This is an optimization exercise on Yosys and OpenROAD, whose aim is small area, not a production implementation.
Only simulation tests tie the RTL to the original design; equivalence was not proved.
No activity file was given, so power comes from the tool's default toggle rates.

## old
==> flow/design.v (excerpt) <==
module calculator (
  input         clk,
  input         res,
  input  [0:15] keys,
  output [7:0]  data_lcd,
  output        send_lcd
);
==> module calculator, before the edit <==
module calculator (
  input         clk,
  input         res,
  input  [0:15] keys,
  output [7:0]  data_lcd,
  output        send_lcd
);
reg [3:0] k;
integer j;
always @* begin
  k = 4'd0;
  for (j = 0; j < 16; j = j + 1)
    if (keys[j]) k = j;
end
wire any   = |keys;
wire digit = any & (k < 4'd10);
reg  [7:0] L;
reg  [6:0] D;
reg  [7:0] H;
reg  [2:0] op;      
reg  [1:0] c;       
reg        prev, run;
reg  [4:0] s;
wire op_none = (op == 3'b000);
wire is_addsub = op[2];
wire is_sub = op[2] & op[0];
wire is_mul = op[1] & ~op[0];
wire is_div = op[1] & op[0];
wire c11 = c[1] & c[0];
wire start = any & ~prev;
wire opkey = any & ~digit & ~(k[3:2] == 2'b11 & ~k[0]);   
wire eqkey = any & (k == 4'd14);
wire clrkey = any & (k == 4'd12);
wire take  = start & digit & ~c[1];
wire mov   = start & opkey & op_none;
wire eq   = run & ~c11 & (eqkey | s[4] | s[3] | s[2] | (s[1] & s[0]));
wire mv   = run & c11;                
wire dg   = run & ~c11 & ~eq;         
wire p0 = eq & (s[4:3] == 2'd0);
wire p1 = run & (s[4:3] == 2'd1);
wire p2 = run & (s[4:3] == 2'd2);
wire p3 = run & (s[4:3] == 2'd3);
wire last0 = p0 & (s[2:0] == 3'd7);
wire fin = (run & (s == 5'd31)) | (mv & (s[2:0] == 3'd7)) | (dg & s[1]);
wire mulm = p0 & is_mul;
wire divm = p0 & is_div;
wire hin = ((p0 & ~op_none & ~is_mul) | p2) & L[7];
wire [7:0] Hs = {H[6:0], hin};
wire gD  = (take & c[0]) | (dg & s[0] & c[1]) | mov |
           (last0 & ~op[1]) | (mulm & L[7]) | divm;
wire inv = (last0 & is_sub) | (divm & ~H[7]);
wire c0 = H[3] | (H[2] & (H[1] | H[0]));
wire c1 = H[7] | (H[6] & (H[5] | H[4]));
wire [7:0] Y = ({1'b0, {7{gD}} & D} ^ {8{inv}}) |
               ({8{p2}} & {1'b0, c1, c1, 2'b00, c0, c0, 1'b0}) |
               ({8{dg & s[1] & digit}} & {4'd0, k});
wire [8:0] cy;
wire [7:0] S;
assign cy[0] = inv;
genvar gi;
generate
  for (gi = 0; gi < 8; gi = gi + 1) begin : g_add
    assign S[gi] = Hs[gi] ^ Y[gi] ^ cy[gi];
    assign cy[gi+1] = (Hs[gi] & Y[gi]) | (cy[gi] & (Hs[gi] ^ Y[gi]));
  end
endgenerate
wire lin = (p1 | mv) ? H[7] : ~S[7];
wire lsh = p0 | (p1 & ~is_div) | p2 | mv;
always @(posedge clk) begin
  prev <= any;
  H <= S;
  if (lsh) L <= {L[6:0], lin};
  if (start) s <= 5'd0;
  else s <= s + 5'd1;
  if (~res) begin
    D <= 7'd0; op <= 3'd0; c <= 2'd0;
    run <= 1'b0;
  end else begin
    if (fin & ~(dg & opkey)) D <= S[6:0];
    if (take) c <= {c[0], ~c[0]};
    if (start & opkey) begin
      c <= {op_none, op_none};
      op <= {~k[2], k[2], k[1] & k[0]};   
    end
    if (start & clrkey) begin
      op <= 3'd0; c <= 2'd0;
    end
    if (start & ~(digit & c[1])) run <= 1'b1;
    if (fin) begin
      run <= 1'b0;
      if (~dg) c <= 2'd0;
      if (s[4]) op <= 3'd0;
    end
  end
end
reg [7:0] echo;
always @* begin
  case (k)
    4'd10: echo = 8'h2B;
    4'd11: echo = 8'h2D;
    4'd12: echo = s[1] ? 8'h6A : s[0] ? 8'h5B : 8'h1B;
    4'd13: echo = 8'h2A;
    4'd14: echo = 8'h3D;
    4'd15: echo = 8'h2F;
    default: echo = {4'h3, k};
  endcase
end
assign send_lcd = (run & (s == 5'd0)) | (run & clrkey) | (p3 & (s[1:0] == 2'd0));
assign data_lcd = s[4] ? {4'h3, H[7:4]} : echo;    
endmodule
Settings: LEC_CHECK=0, ABC_AREA=1, CAP_MARGIN=20, CORE_AREA=2.3 2.72 61.64 61.2, DIE_AREA=0 0 64 64, SLEW_MARGIN=20; clock period 12.0 ns.
standard.sh (not shown) runs the stock make flow with config.mk's settings and CLKGATE_MAP_FILE= SYNTH_SCRIPT=/design/flow/synth_recipe.tcl, a recipe that flattens the netlist after the stock synthesis.
==> flow/flow/run.sh <==
#!/bin/bash
# The standard layout with three changes:
#  - synthesis: the standard synthesis (standard.sh synth), but with an
#    area-oriented ABC script (flow/abc_area.script) and without the adder-cell
#    extraction, so that ABC maps all of the combinational logic. The registers
#    are the ones the standard synthesis makes. ABC's deepsyn is randomized, so
#    the synthesis runs with twelve seeds, four at a time (each in try<seed>/,
#    with its own log), and the smallest netlist is laid out. If all fail, a
#    plain area script, then the unchanged standard synthesis, is used.
#  - ports: buffered with the smallest buffer, buf_1.
#  - clock tree: clkbuf_4 buffers, without dummy load cells.
set -uo pipefail
here=$PWD
SEEDS="1 2 3 4 5 6 7 8 9 10 11 12"
best=""
bestarea=""
n=0
for sd in $SEEDS; do
  rm -rf "try$sd"; mkdir -p "try$sd"
  cp -r "$FLOW_HOME/scripts" "try$sd/scripts"
  sed "s/@SEED@/$sd/" flow/abc_area.script > "try$sd/scripts/abc_area.script"
  sed "s#WORK_HOME=[^ ]*#WORK_HOME=$here/try$sd/orfs#" standard.sh > "try$sd/standard.sh"
  ( bash "try$sd/standard.sh" synth SCRIPTS_DIR="$here/try$sd/scripts" ADDER_MAP_FILE= > "try$sd/synth.log" 2>&1; echo $? > "try$sd/rc" ) &
  n=$((n + 1))
  if (( n % 4 == 0 )); then wait; fi
done
wait
for sd in $SEEDS; do
  stat="try$sd/orfs/reports/$FLOW_PLATFORM/calculator/base/synth_stat.txt"
  if [[ "$(cat try$sd/rc)" == 0 && -f "$stat" ]]; then
    a=$(grep "Chip area for module" "$stat" | tail -1 | awk '{print $NF}')
    echo "seed $sd: area $a" >> synth_choice.log
    if [[ -z "$best" ]] || awk -v a="$a" -v b="$bestarea" 'BEGIN{exit !(a < b)}'; then best=$sd; bestarea=$a; fi
  else
    echo "seed $sd: failed" >> synth_choice.log
  fi
done
rm -rf orfs
if [[ -n "$best" ]]; then
  echo "chosen: seed $best ($bestarea)" >> synth_choice.log
  mv "try$best/orfs" orfs
else
  rm -rf scripts_area; cp -r "$FLOW_HOME/scripts" scripts_area
  cp flow/abc_fallback.script scripts_area/abc_area.script
  if ! bash standard.sh synth SCRIPTS_DIR="$here/scripts_area" ADDER_MAP_FILE= > synth_fallback.log 2>&1; then
    rm -rf orfs
    bash standard.sh synth > synth_standard.log 2>&1
  fi
fi
set -e
bash standard.sh finish BUFFER_PORTS_ARGS="-buffer_cell sky130_fd_sc_hd__buf_1" \
  CTS_ARGS="-sink_clustering_enable -repair_clock_nets -buf_list sky130_fd_sc_hd__clkbuf_4 -dont_use_dummy_load" > layout.log 2>&1
Other scripts of this flow, unchanged in this note and not shown: flow/flow/abc_area.script, flow/flow/abc_fallback.script
The flow did not stop early for old: all stages ran, and the layout cleared the timing, DRC and antenna checks.
#### Input delta (new over old)
--- a/flow/design.v
+++ b/flow/design.v
@@ -22,5 +22,6 @@
 reg        prev, run;
 reg  [4:0] s;
-wire op_none = (op == 3'b000);
+wire op_none = (op[2:1] == 2'b00);
+wire fresh = op_none & op[0];
 wire is_addsub = op[2];
 wire is_sub = op[2] & op[0];
@@ -47,6 +48,6 @@
 wire hin = ((p0 & ~op_none & ~is_mul) | p2) & L[7];
 wire [7:0] Hs = {H[6:0], hin};
-wire gD  = (take & c[0]) | (dg & s[0] & c[1]) | mov |
-           (last0 & ~op[1]) | (mulm & L[7]) | divm;
+wire gD  = (take & c[0]) | (dg & s[0] & c[1]) | (mov & ~fresh) |
+           (last0 & ~op[1] & ~fresh) | (mulm & L[7]) | divm;
 wire inv = (last0 & is_sub) | (divm & ~H[7]);
 wire c0 = H[3] | (H[2] & (H[1] | H[0]));
@@ -74,8 +75,9 @@
   else s <= s + 5'd1;
   if (~res) begin
-    D <= 7'd0; op <= 3'd0; c <= 2'd0;
+    op <= 3'b001; c <= 2'd0;
     run <= 1'b0;
   end else begin
     if (fin & ~(dg & opkey)) D <= S[6:0];
+    if (take & fresh) op <= 3'd0;
     if (take) c <= {c[0], ~c[0]};
     if (start & opkey) begin
Findings:
In new, final standard cell area without fillers is higher than in old.
Every stage of the flow completed for new, and the final layout passed the timing, DRC and antenna checks.
From old to new the numbers moved as follows: proportion of cell area occupied by multi-input gates -3.2 points, combined global-route utilization of all metal layers shows an increase of 0.60 points, post-route total power higher.
Area after synthesis up about 1.4% in new wrt old
What new reported for area of the multi-input gates has to be multiplied by 1.06 to get the figure for old.
In new the critical path depth turned out 2 higher than in old.
Delta(total wire length, new - old) > 0
Re cell depth of the worst min-delay path: no difference whatsoever between new and old.
Status: clock network contribution to total cell area parity (old, new)
new against old: DRC violation total after the first TritonRoute iteration increased about 13%; via count of the first global-routing pass higher; cell count now larger; share of total power in combinational logic has remained practically unchanged.

## separate check: timing with driven ports
How much do the figures lean on ideal ports? The routed layouts below were timed once more, with nothing changed but the port constraints.
Step 1 assumes that a clkbuf_16 drives the clock port and a buf_2 every other input.
Step 2 adds t to the input delays and takes it off the output delays; t is the mean of the earliest and latest rising clock arrival at the registers after step 1. Input paths then give back, and output paths get back, about the clock's delay inside the block.
Three values: no drivers, after step 1, after step 2; two values: the first two.
run | t, ns | setup WS [ns] | worst setup path after step 2 | worst register clock-pin slew, ns | worst slew at a driven data input, ns
old | 0.357 | 4.734 / 4.737 / 4.380 | input to register | 0.10 / 0.10 | 0.03
new | 0.357 | 5.060 / 5.056 / 4.698 | input to register | 0.11 / 0.11 | 0.04
After both steps setup and hold are still met in every run listed. For new, which loses most, drivers alone change the setup slack by -0.004 ns; drivers and shift together by -0.362 ns.
